This is an optimization exercise on Yosys and OpenROAD, whose aim is small area, not a production implementation. Only simulation tests tie the RTL to the original design; equivalence was not proved.

==> v1 <==
==> flow/design.v <==
`timescale 1ns / 1ps
module vdo_format_detect (
  input         aclk,
  input         aresetn,
  input         s_axis_video_tlast,
  input         s_axis_video_tuser,
  input         s_axis_video_tvalid,
  output logic [11:0] pxlCnt,
  output logic [11:0] latchPxlCnt,
  output logic [11:0] lnCnt,
  output logic [11:0] latchLnCnt,
  output logic        oneSecPulse,
  output logic [5:0]  frameCnt,
  output logic [12:0] avgPxlCnt,
  output logic [12:0] avgLnCnt,
  output logic [1:0]  frameFormat
);
logic        eol, sof;
logic [2:0]  secondsCnt;
logic [11:0] avgPxl, avgLn;
logic [12:0] pxlSum, lnSum;
logic [12:0] pc, lc;       
logic [12:0] pic, lic;     
logic        pk, lk;       
logic        pe1, pe0, le1, le0, ae1, ae0, be1, be0;
assign eol = s_axis_video_tlast & s_axis_video_tvalid;
assign sof = s_axis_video_tuser & s_axis_video_tvalid;
assign pc[0] = 1'b0;
assign lc[0] = 1'b0;
assign pic[0] = s_axis_video_tvalid;
assign lic[0] = eol;
genvar gi;
generate
  for (gi = 0; gi < 12; gi++) begin : g_bit
    assign pxlSum[gi] = pxlCnt[gi] ^ latchPxlCnt[gi] ^ pc[gi];
    assign pc[gi+1]   = (pxlCnt[gi] & latchPxlCnt[gi]) | (pc[gi] & (pxlCnt[gi] ^ latchPxlCnt[gi]));
    assign lnSum[gi]  = lnCnt[gi] ^ latchLnCnt[gi] ^ lc[gi];
    assign lc[gi+1]   = (lnCnt[gi] & latchLnCnt[gi]) | (lc[gi] & (lnCnt[gi] ^ latchLnCnt[gi]));
    assign pic[gi+1]  = pic[gi] & pxlCnt[gi];
    assign lic[gi+1]  = lic[gi] & lnCnt[gi];
  end
endgenerate
assign pxlSum[12] = pc[12];
assign lnSum[12]  = lc[12];
assign pk  = aresetn & !eol;
assign pe1 = aresetn & eol;
assign pe0 = aresetn & !eol;
always_ff @(posedge aclk) begin
  pxlCnt      <= {12{pk}} & (pxlCnt ^ pic[11:0]);
  latchPxlCnt <= ({12{pe1}} & pxlCnt) | ({12{pe0}} & latchPxlCnt);
end
assign lk  = aresetn & !sof;
assign le1 = aresetn & sof;
assign le0 = aresetn & !sof;
always_ff @(posedge aclk) begin
  lnCnt      <= {12{lk}} & (lnCnt ^ lic[11:0]);
  latchLnCnt <= ({12{le1}} & lnCnt) | ({12{le0}} & latchLnCnt);
end
localparam logic [17:0] TB_P = 18'd174762;
localparam logic [17:0] TB_R = 18'd45875;
localparam logic [17:0] TB_Q = 18'd144179;
logic [17:0] tbReg, tbX;
logic        tbFb;
assign tbX = tbReg ^ TB_P;
assign oneSecPulse = (tbX == TB_Q);
assign tbFb = tbX[17] ^ tbX[10] ^ oneSecPulse;
always_ff @(posedge aclk) begin
  if (!aresetn) tbReg <= TB_R;
  else          tbReg <= {tbX[16:0], tbFb} ^ TB_P;
end
always_ff @(posedge aclk) begin
  if (!aresetn)         secondsCnt <= 0;
  else if (oneSecPulse) secondsCnt <= secondsCnt + 3'd1;
end
always_ff @(posedge aclk) begin
  if (!aresetn)         frameCnt <= 0;
  else if (oneSecPulse) frameCnt <= 0;
  else if (sof & (frameCnt != 6'd63)) frameCnt <= frameCnt + 6'd1;
end
assign ae1 = aresetn & eol & ((|lnCnt[11:2]) | (&lnCnt[1:0]));
assign ae0 = aresetn & !(eol & ((|lnCnt[11:2]) | (&lnCnt[1:0])));
assign be1 = aresetn & sof & ((|frameCnt[5:2]) | (&frameCnt[1:0]));
assign be0 = aresetn & !(sof & ((|frameCnt[5:2]) | (&frameCnt[1:0])));
always_ff @(posedge aclk) begin
  avgPxl <= ({12{ae1}} & pxlSum[12:1]) | ({12{ae0}} & avgPxl);
  avgLn  <= ({12{be1}} & lnSum[12:1])  | ({12{be0}} & avgLn);
end
assign avgPxlCnt = {1'b0, avgPxl};
assign avgLnCnt  = {1'b0, avgLn};
always_ff @(posedge aclk) begin
  if (!aresetn) frameFormat <= 2'd0;
  else if (oneSecPulse & (secondsCnt[2] | secondsCnt[1])) begin
    if ((avgPxl == 12'd0) | (avgLn == 12'd0))
      frameFormat <= 2'd0;
    else if ((avgPxl <= 12'd1280) & (avgLn <= 12'd1600))
      frameFormat <= 2'd1;
    else if ((avgPxl > 12'd1900) & (avgLn > 12'd1600))
      frameFormat <= 2'd3;
  end
end
endmodule
==> flow/flow/run.sh <==
#!/bin/bash
# Layout flow: the standard synthesis first (its register names are kept), then
# gen_netlist.py writes the design's gate-level netlist (datapath as cells, control
# logic mapped by ABC with an area script), which replaces the synthesized netlist;
# then the standard ORFS layout with sky130_fd_sc_hd__buf_1 port buffers and a
# clock tree of small buffers without dummy loads.
set -euo pipefail
WORK=$(pwd)
RES=$WORK/orfs/results/$FLOW_PLATFORM/vdo_format_detect/base
LIB=$FLOW_HOME/platforms/sky130hd/lib/sky130_fd_sc_hd__tt_025C_1v80.lib
YOSYS=$FLOW_HOME/../tools/install/yosys/bin/yosys

bash standard.sh synth > synth.log 2>&1
cp $RES/1_2_yosys.v $WORK/std_synth.v

python3 $WORK/flow/gen_netlist.py $WORK/std_synth.v $WORK/gen_netlist.v > gen_netlist.log 2>&1

DU=""
for c in $(sed -n '/^export DONT_USE_CELLS/,/^$/p' $FLOW_HOME/platforms/sky130hd/config.mk | tr -d '\\' | grep -o 'sky130_fd_sc_hd__[a-z0-9_]*'); do
  DU="$DU -dont_use $c"
done
cat > $WORK/map.ys <<EOT
read_liberty -lib $LIB
read_verilog $WORK/gen_netlist.v
hierarchy -check -top $FLOW_TOP
proc
opt -full
techmap
opt -fast
abc -script $WORK/flow/resyn.abc -liberty $LIB $DU
opt_clean -purge
splitnets
opt_clean -purge
hilomap -singleton -hicell sky130_fd_sc_hd__conb_1 HI -locell sky130_fd_sc_hd__conb_1 LO
opt_clean -purge
check -assert -mapped
stat -liberty $LIB
write_verilog -noattr -noexpr -nohex -nodec $WORK/map_out.v
EOT
$YOSYS -s $WORK/map.ys > map.log 2>&1
cp $WORK/map_out.v $RES/1_2_yosys.v
rm -f $RES/1_synth.odb

bash standard.sh \
  BUFFER_PORTS_ARGS="-buffer_cell sky130_fd_sc_hd__buf_1" \
  CTS_ARGS="-sink_clustering_enable -repair_clock_nets -dont_use_dummy_load" \
  finish > standard.log 2>&1
==> flow/flow/gen_netlist.py <==
#!/usr/bin/env python3
"""Write the gate-level netlist of vdo_format_detect used by this flow.

usage: gen_netlist.py STD_NETLIST OUT.v

The regular datapath (counter carry chains, the two averaging adders and the
load/hold selection of the latched and averaged registers) is written as
sky130_fd_sc_hd cell instances; the remaining control logic is written as
assign statements for Yosys/ABC to map. Each register is a
sky130_fd_sc_hd__dfxtp_1 carrying the instance name that the standard synthesis
(STD_NETLIST) gave the register driving the same net, so the registers pair by
name with the standard synthesis.
"""
import re, sys

std = open(sys.argv[1]).read()
# register instance names of the standard synthesis, keyed by the net on Q
names = {}
for m in re.finditer(r'sky130_fd_sc_hd__dfxtp_\d+\s+(\\\S+|\S+)\s*\((.*?)\);', std, re.S):
    q = re.search(r'\.Q\(\s*(\\\S+\s|[^)\s]+)\s*\)', m.group(2)).group(1).strip()
    names[q.lstrip('\\')] = m.group(1)

L = []          # body lines
W = set()       # declared wires
n = [0]

def wire(name):
    W.add(name)
    return name

def cell(typ, **pins):
    n[0] += 1
    conns = ", ".join(f".{p}({v})" for p, v in pins.items())
    L.append(f"  sky130_fd_sc_hd__{typ} g{n[0]} ({conns});")

def assign(lhs, rhs):
    L.append(f"  assign {lhs} = {rhs};")

def b(v, i):
    return f"{v}[{i}]"

used = set()
def ff(q, d):
    key = q.replace(' ', '')
    if key not in names:
        sys.exit(f"no standard register drives {key}")
    used.add(key)
    L.append(f"  sky130_fd_sc_hd__dfxtp_1 {names[key]} (.CLK(aclk), .D({d}), .Q({q}));")


def counter(q, width, cin, clr, tag):
    """q <= clr ? 0 : q + cin, as an XNOR/XOR and a NOR2 per bit; the carry chain
    alternates NAND2 (inverted carry) and NOR2B (true carry)."""
    c, true = cin, True
    for i in range(width):
        ns = wire(f"{tag}ns{i}")      # ~(q[i] ^ carry)
        if true:
            cell("xnor2_1", A=b(q, i), B=c, Y=ns)
        else:
            cell("xor2_1", A=b(q, i), B=c, X=ns)
        d = wire(f"{tag}d{i}")
        cell("nor2_1", A=ns, B=clr, Y=d)
        ff(b(q, i), d)
        if i < width - 1:
            nc = wire(f"{tag}c{i+1}")
            if true:
                cell("nand2_1", A=b(q, i), B=c, Y=nc)
            else:
                cell("nor2b_1", A=c, B_N=b(q, i), Y=nc)
            c, true = nc, not true

# ---------------- control
assign(wire("eol"), "s_axis_video_tlast & s_axis_video_tvalid")
assign(wire("sof"), "s_axis_video_tuser & s_axis_video_tvalid")

# ---------------- pixel counter: pxlCnt <= (reset | eol) ? 0 : pxlCnt + tvalid
assign(wire("pclr"), "~aresetn | eol")
counter("pxlCnt", 12, "s_axis_video_tvalid", "pclr", "px")

# latchPxlCnt <= reset ? 0 : eol ? pxlCnt : latchPxlCnt
assign(wire("pe1"), "aresetn & eol")
assign(wire("pe0"), "aresetn & ~eol")
for i in range(12):
    d = wire(f"lpd{i}")
    cell("a22o_1", A1="pe1", A2=b("pxlCnt", i), B1="pe0", B2=b("latchPxlCnt", i), X=d)
    ff(b("latchPxlCnt", i), d)

# ---------------- line counter: lnCnt <= (reset | sof) ? 0 : lnCnt + eol
assign(wire("lclr"), "~aresetn | sof")
counter("lnCnt", 12, "eol", "lclr", "ln")

assign(wire("le1"), "aresetn & sof")
assign(wire("le0"), "aresetn & ~sof")
for i in range(12):
    d = wire(f"lld{i}")
    cell("a22o_1", A1="le1", A2=b("lnCnt", i), B1="le0", B2=b("latchLnCnt", i), X=d)
    ff(b("latchLnCnt", i), d)

# ---------------- averages: avg <= en ? (a + b) >> 1 : avg
def average(a, bb, q, en, tag):
    assign(wire(f"{tag}e1"), f"aresetn & {en}")
    assign(wire(f"{tag}e0"), f"aresetn & ~({en})")
    c = wire(f"{tag}c1")
    cell("and2_0", A=b(a, 0), B=b(bb, 0), X=c)
    for i in range(1, 12):
        s = wire(f"{tag}s{i}")
        co = wire(f"{tag}c{i+1}")
        cell("fa_1", A=b(a, i), B=b(bb, i), CIN=c, SUM=s, COUT=co)
        c = co
    for i in range(12):
        src = f"{tag}s{i+1}" if i < 11 else c
        d = wire(f"{tag}d{i}")
        cell("a22o_1", A1=f"{tag}e1", A2=src, B1=f"{tag}e0", B2=b(q, i), X=d)
        ff(b(q, i), d)

average("pxlCnt", "latchPxlCnt", "avgPxlCnt", "eol & ((|lnCnt[11:2]) | (&lnCnt[1:0]))", "ap")
average("lnCnt", "latchLnCnt", "avgLnCnt", "sof & ((|frameCnt[5:2]) | (&frameCnt[1:0]))", "al")
cell("conb_1", LO="avgPxlCnt[12]", HI=wire("unused_hi"))
assign("avgLnCnt[12]", "avgPxlCnt[12]")

# ---------------- timebase (see the RTL): 18-bit LFSR stored with alternating
# polarity, so each shift stage is one NOR2 (reset value 0) or NAND2 (reset value 1)
TB_P, TB_R, TB_Q = 174762, 45875, 144179
W.add("tbReg[17:0]"); W.add("tbX[17:0]")
assign(wire("rst"), "~aresetn")
assign("tbX", f"tbReg ^ 18'd{TB_P}")
assign("oneSecPulse", f"tbX == 18'd{TB_Q}")
assign(wire("tbN0"), f"aresetn ? (tbX[17] ^ tbX[10] ^ oneSecPulse ^ 1'b{TB_P & 1}) : 1'b{TB_R & 1}")
ff("tbReg[0]", "tbN0")
for i in range(1, 18):
    d = wire(f"tbN{i}")
    assert ((TB_P >> i) ^ (TB_P >> (i - 1))) & 1
    if (TB_R >> i) & 1:
        cell("nand2_1", A="aresetn", B=f"tbReg[{i-1}]", Y=d)
    else:
        cell("nor2_1", A="rst", B=f"tbReg[{i-1}]", Y=d)
    ff(f"tbReg[{i}]", d)

# ---------------- secondsCnt, frameCnt, frameFormat
W.add("secondsCnt[2:0]")
counter("secondsCnt", 3, "oneSecPulse", "rst", "sc")
assign(wire("fcInc"), "sof & ~(&frameCnt)")
assign(wire("fclr"), "~aresetn | oneSecPulse")
counter("frameCnt", 6, "fcInc", "fclr", "fc")
W.add("ffN[1:0]")
assign(wire("ffUpd"), "oneSecPulse & (secondsCnt[2] | secondsCnt[1])")
assign(wire("ffZ"), "(avgPxlCnt[11:0] == 12'd0) | (avgLnCnt[11:0] == 12'd0)")
assign(wire("ffA"), "(avgPxlCnt[11:0] <= 12'd1280) & (avgLnCnt[11:0] <= 12'd1600)")
assign(wire("ffB"), "(avgPxlCnt[11:0] > 12'd1900) & (avgLnCnt[11:0] > 12'd1600)")
assign("ffN", "~aresetn ? 2'd0 : ~ffUpd ? frameFormat : ffZ ? 2'd0 : ffA ? 2'd1 : ffB ? 2'd3 : frameFormat")
for i in range(2):
    ff(f"frameFormat[{i}]", f"ffN[{i}]")

missing = set(names) - used
if missing:
    sys.exit(f"standard registers not made here: {sorted(missing)}")

out = open(sys.argv[2], "w")
out.write("""module vdo_format_detect (aclk, aresetn, s_axis_video_tlast, s_axis_video_tuser,
  s_axis_video_tvalid, pxlCnt, latchPxlCnt, lnCnt, latchLnCnt, oneSecPulse, frameCnt,
  avgPxlCnt, avgLnCnt, frameFormat);
  input aclk, aresetn, s_axis_video_tlast, s_axis_video_tuser, s_axis_video_tvalid;
  output [11:0] pxlCnt, latchPxlCnt, lnCnt, latchLnCnt;
  output oneSecPulse;
  output [5:0] frameCnt;
  output [12:0] avgPxlCnt, avgLnCnt;
  output [1:0] frameFormat;
""")
for w in sorted(W):
    if "[" in w:
        nm, rng = w.split("[")
        out.write(f"  wire [{rng} {nm};\n")
    else:
        out.write(f"  wire {w};\n")
out.write("\n".join(L) + "\nendmodule\n")
==> flow/flow/resyn.abc <==
strash
&get -n
&st
&syn2
&dch -f
&nf -a
&put
mfs2 -a
strash
&get -n
&dch -f
&nf -a
&put
topo
==> flow/standard.sh <==
#!/bin/bash
# synth_recipe.tcl (not shown) runs the flow's synth.tcl, then flattens the netlist and writes it again
# the make line also repeats each setting of config.mk as NAME=value (left out here)
make -C /OpenROAD-flow-scripts/flow DESIGN_CONFIG=/design/flow/config.mk WORK_HOME=/design/flow/orfs CLKGATE_MAP_FILE= SYNTH_SCRIPT=/design/flow/synth_recipe.tcl "${@:-finish}"
==> flow/config.mk <==
export PLATFORM = sky130hd
export DESIGN_NAME = vdo_format_detect
export DESIGN_NICKNAME = vdo_format_detect
export VERILOG_FILES = /design/flow/design.v
export SDC_FILE = /design/flow/constraint.sdc
export NUM_CORES = 4
export LEC_CHECK = 0
export CAP_MARGIN = 20
export CORE_MARGIN = 2
export CORE_UTILIZATION = 40
export GPL_TIMING_DRIVEN = 0
export SLEW_MARGIN = 20
==> flow/constraint.sdc <==
create_clock -name core_clock -period 5.0 [get_ports {aclk}]
set_input_delay 1.0000 -clock core_clock [delete_from_list [all_inputs] [get_ports {aclk}]]
set_output_delay 1.0000 -clock core_clock [all_outputs]
set_load 0.01 [all_outputs]
==> v20 (differences from v1) <==
--- a/flow/flow/gen_netlist.py
+++ b/flow/flow/gen_netlist.py
@@ -48,26 +48,4 @@
     L.append(f"  sky130_fd_sc_hd__dfxtp_1 {names[key]} (.CLK(aclk), .D({d}), .Q({q}));")
 
-
-def counter(q, width, cin, clr, tag):
-    """q <= clr ? 0 : q + cin, as an XNOR/XOR and a NOR2 per bit; the carry chain
-    alternates NAND2 (inverted carry) and NOR2B (true carry)."""
-    c, true = cin, True
-    for i in range(width):
-        ns = wire(f"{tag}ns{i}")      # ~(q[i] ^ carry)
-        if true:
-            cell("xnor2_1", A=b(q, i), B=c, Y=ns)
-        else:
-            cell("xor2_1", A=b(q, i), B=c, X=ns)
-        d = wire(f"{tag}d{i}")
-        cell("nor2_1", A=ns, B=clr, Y=d)
-        ff(b(q, i), d)
-        if i < width - 1:
-            nc = wire(f"{tag}c{i+1}")
-            if true:
-                cell("nand2_1", A=b(q, i), B=c, Y=nc)
-            else:
-                cell("nor2b_1", A=c, B_N=b(q, i), Y=nc)
-            c, true = nc, not true
-
 # ---------------- control
 assign(wire("eol"), "s_axis_video_tlast & s_axis_video_tvalid")
@@ -75,6 +53,17 @@
 
 # ---------------- pixel counter: pxlCnt <= (reset | eol) ? 0 : pxlCnt + tvalid
-assign(wire("pclr"), "~aresetn | eol")
-counter("pxlCnt", 12, "s_axis_video_tvalid", "pclr", "px")
+assign(wire("pk"), "aresetn & ~eol")
+c = "s_axis_video_tvalid"
+for i in range(12):
+    s = wire(f"pxs{i}")
+    if i < 11:
+        co = wire(f"pxc{i+1}")
+        cell("ha_1", A=b("pxlCnt", i), B=c, SUM=s, COUT=co)
+        c = co
+    else:
+        assign(s, f"pxlCnt[11] ^ {c}")
+    d = wire(f"pxd{i}")
+    assign(d, f"pk & {s}")
+    ff(b("pxlCnt", i), d)
 
 # latchPxlCnt <= reset ? 0 : eol ? pxlCnt : latchPxlCnt
@@ -87,6 +76,17 @@
 
 # ---------------- line counter: lnCnt <= (reset | sof) ? 0 : lnCnt + eol
-assign(wire("lclr"), "~aresetn | sof")
-counter("lnCnt", 12, "eol", "lclr", "ln")
+assign(wire("lk"), "aresetn & ~sof")
+c = "eol"
+for i in range(12):
+    s = wire(f"lns{i}")
+    if i < 11:
+        co = wire(f"lnc{i+1}")
+        cell("ha_1", A=b("lnCnt", i), B=c, SUM=s, COUT=co)
+        c = co
+    else:
+        assign(s, f"lnCnt[11] ^ {c}")
+    d = wire(f"lnd{i}")
+    assign(d, f"lk & {s}")
+    ff(b("lnCnt", i), d)
 
 assign(wire("le1"), "aresetn & sof")
@@ -138,9 +138,12 @@
 
 # ---------------- secondsCnt, frameCnt, frameFormat
-W.add("secondsCnt[2:0]")
-counter("secondsCnt", 3, "oneSecPulse", "rst", "sc")
-assign(wire("fcInc"), "sof & ~(&frameCnt)")
-assign(wire("fclr"), "~aresetn | oneSecPulse")
-counter("frameCnt", 6, "fcInc", "fclr", "fc")
+W.add("secondsCnt[2:0]"); W.add("scN[2:0]")
+assign("scN", "aresetn ? (oneSecPulse ? secondsCnt + 3'd1 : secondsCnt) : 3'd0")
+for i in range(3):
+    ff(f"secondsCnt[{i}]", f"scN[{i}]")
+W.add("fcN[5:0]")
+assign("fcN", "(aresetn & ~oneSecPulse) ? ((sof & ~(&frameCnt)) ? frameCnt + 6'd1 : frameCnt) : 6'd0")
+for i in range(6):
+    ff(f"frameCnt[{i}]", f"fcN[{i}]")
 W.add("ffN[1:0]")
 assign(wire("ffUpd"), "oneSecPulse & (secondsCnt[2] | secondsCnt[1])")
Settings changed: GPL_TIMING_DRIVEN 0 to unset.
==> summary of the runs <==
Between v1 and v20, the lower utilization is in v1 (gap 0.71 points). In v20 the first-iteration DRC count is higher than in v1, by about 110%. In v20 the hold slack is lower than in v1, by 0.0017 ns. Between v1 and v20, the lower synthesized area is in v1 (gap 0.26%, measured against v20). Of v20 and v1, v20 has the higher worst setup slack (gap 0.032 ns). Between v20 and v1, the lower sequential share of layout area is in v20 (gap 0.72 points). In v20 the cell area is larger than in v1, by about 1.5%.

## re-timing with driven ports
In the flow no input, the clock included, has a driving cell. The finished layouts below were timed again as built, in two steps.
Step 1 assumes that a clkbuf_16 drives the clock port and a buf_2 every other input.
Step 2, shift: input delay + t, output delay - t, t = (earliest + latest rising clock arrival at the registers) / 2. This alone moves slack from input paths to output paths.
Slacks: no drivers / after step 1 / after step 2; pairs: no drivers / after step 1.
run | t, ns | setup WS [ns] | clock arrival spread, ns
v1 | 0.382 | 0.125 / 0.125 / 0.125 | 0.039 / 0.039
v20 | 0.370 | 0.157 / 0.157 / 0.157 | 0.026 / 0.026
After both steps setup and hold are still met in every run listed.
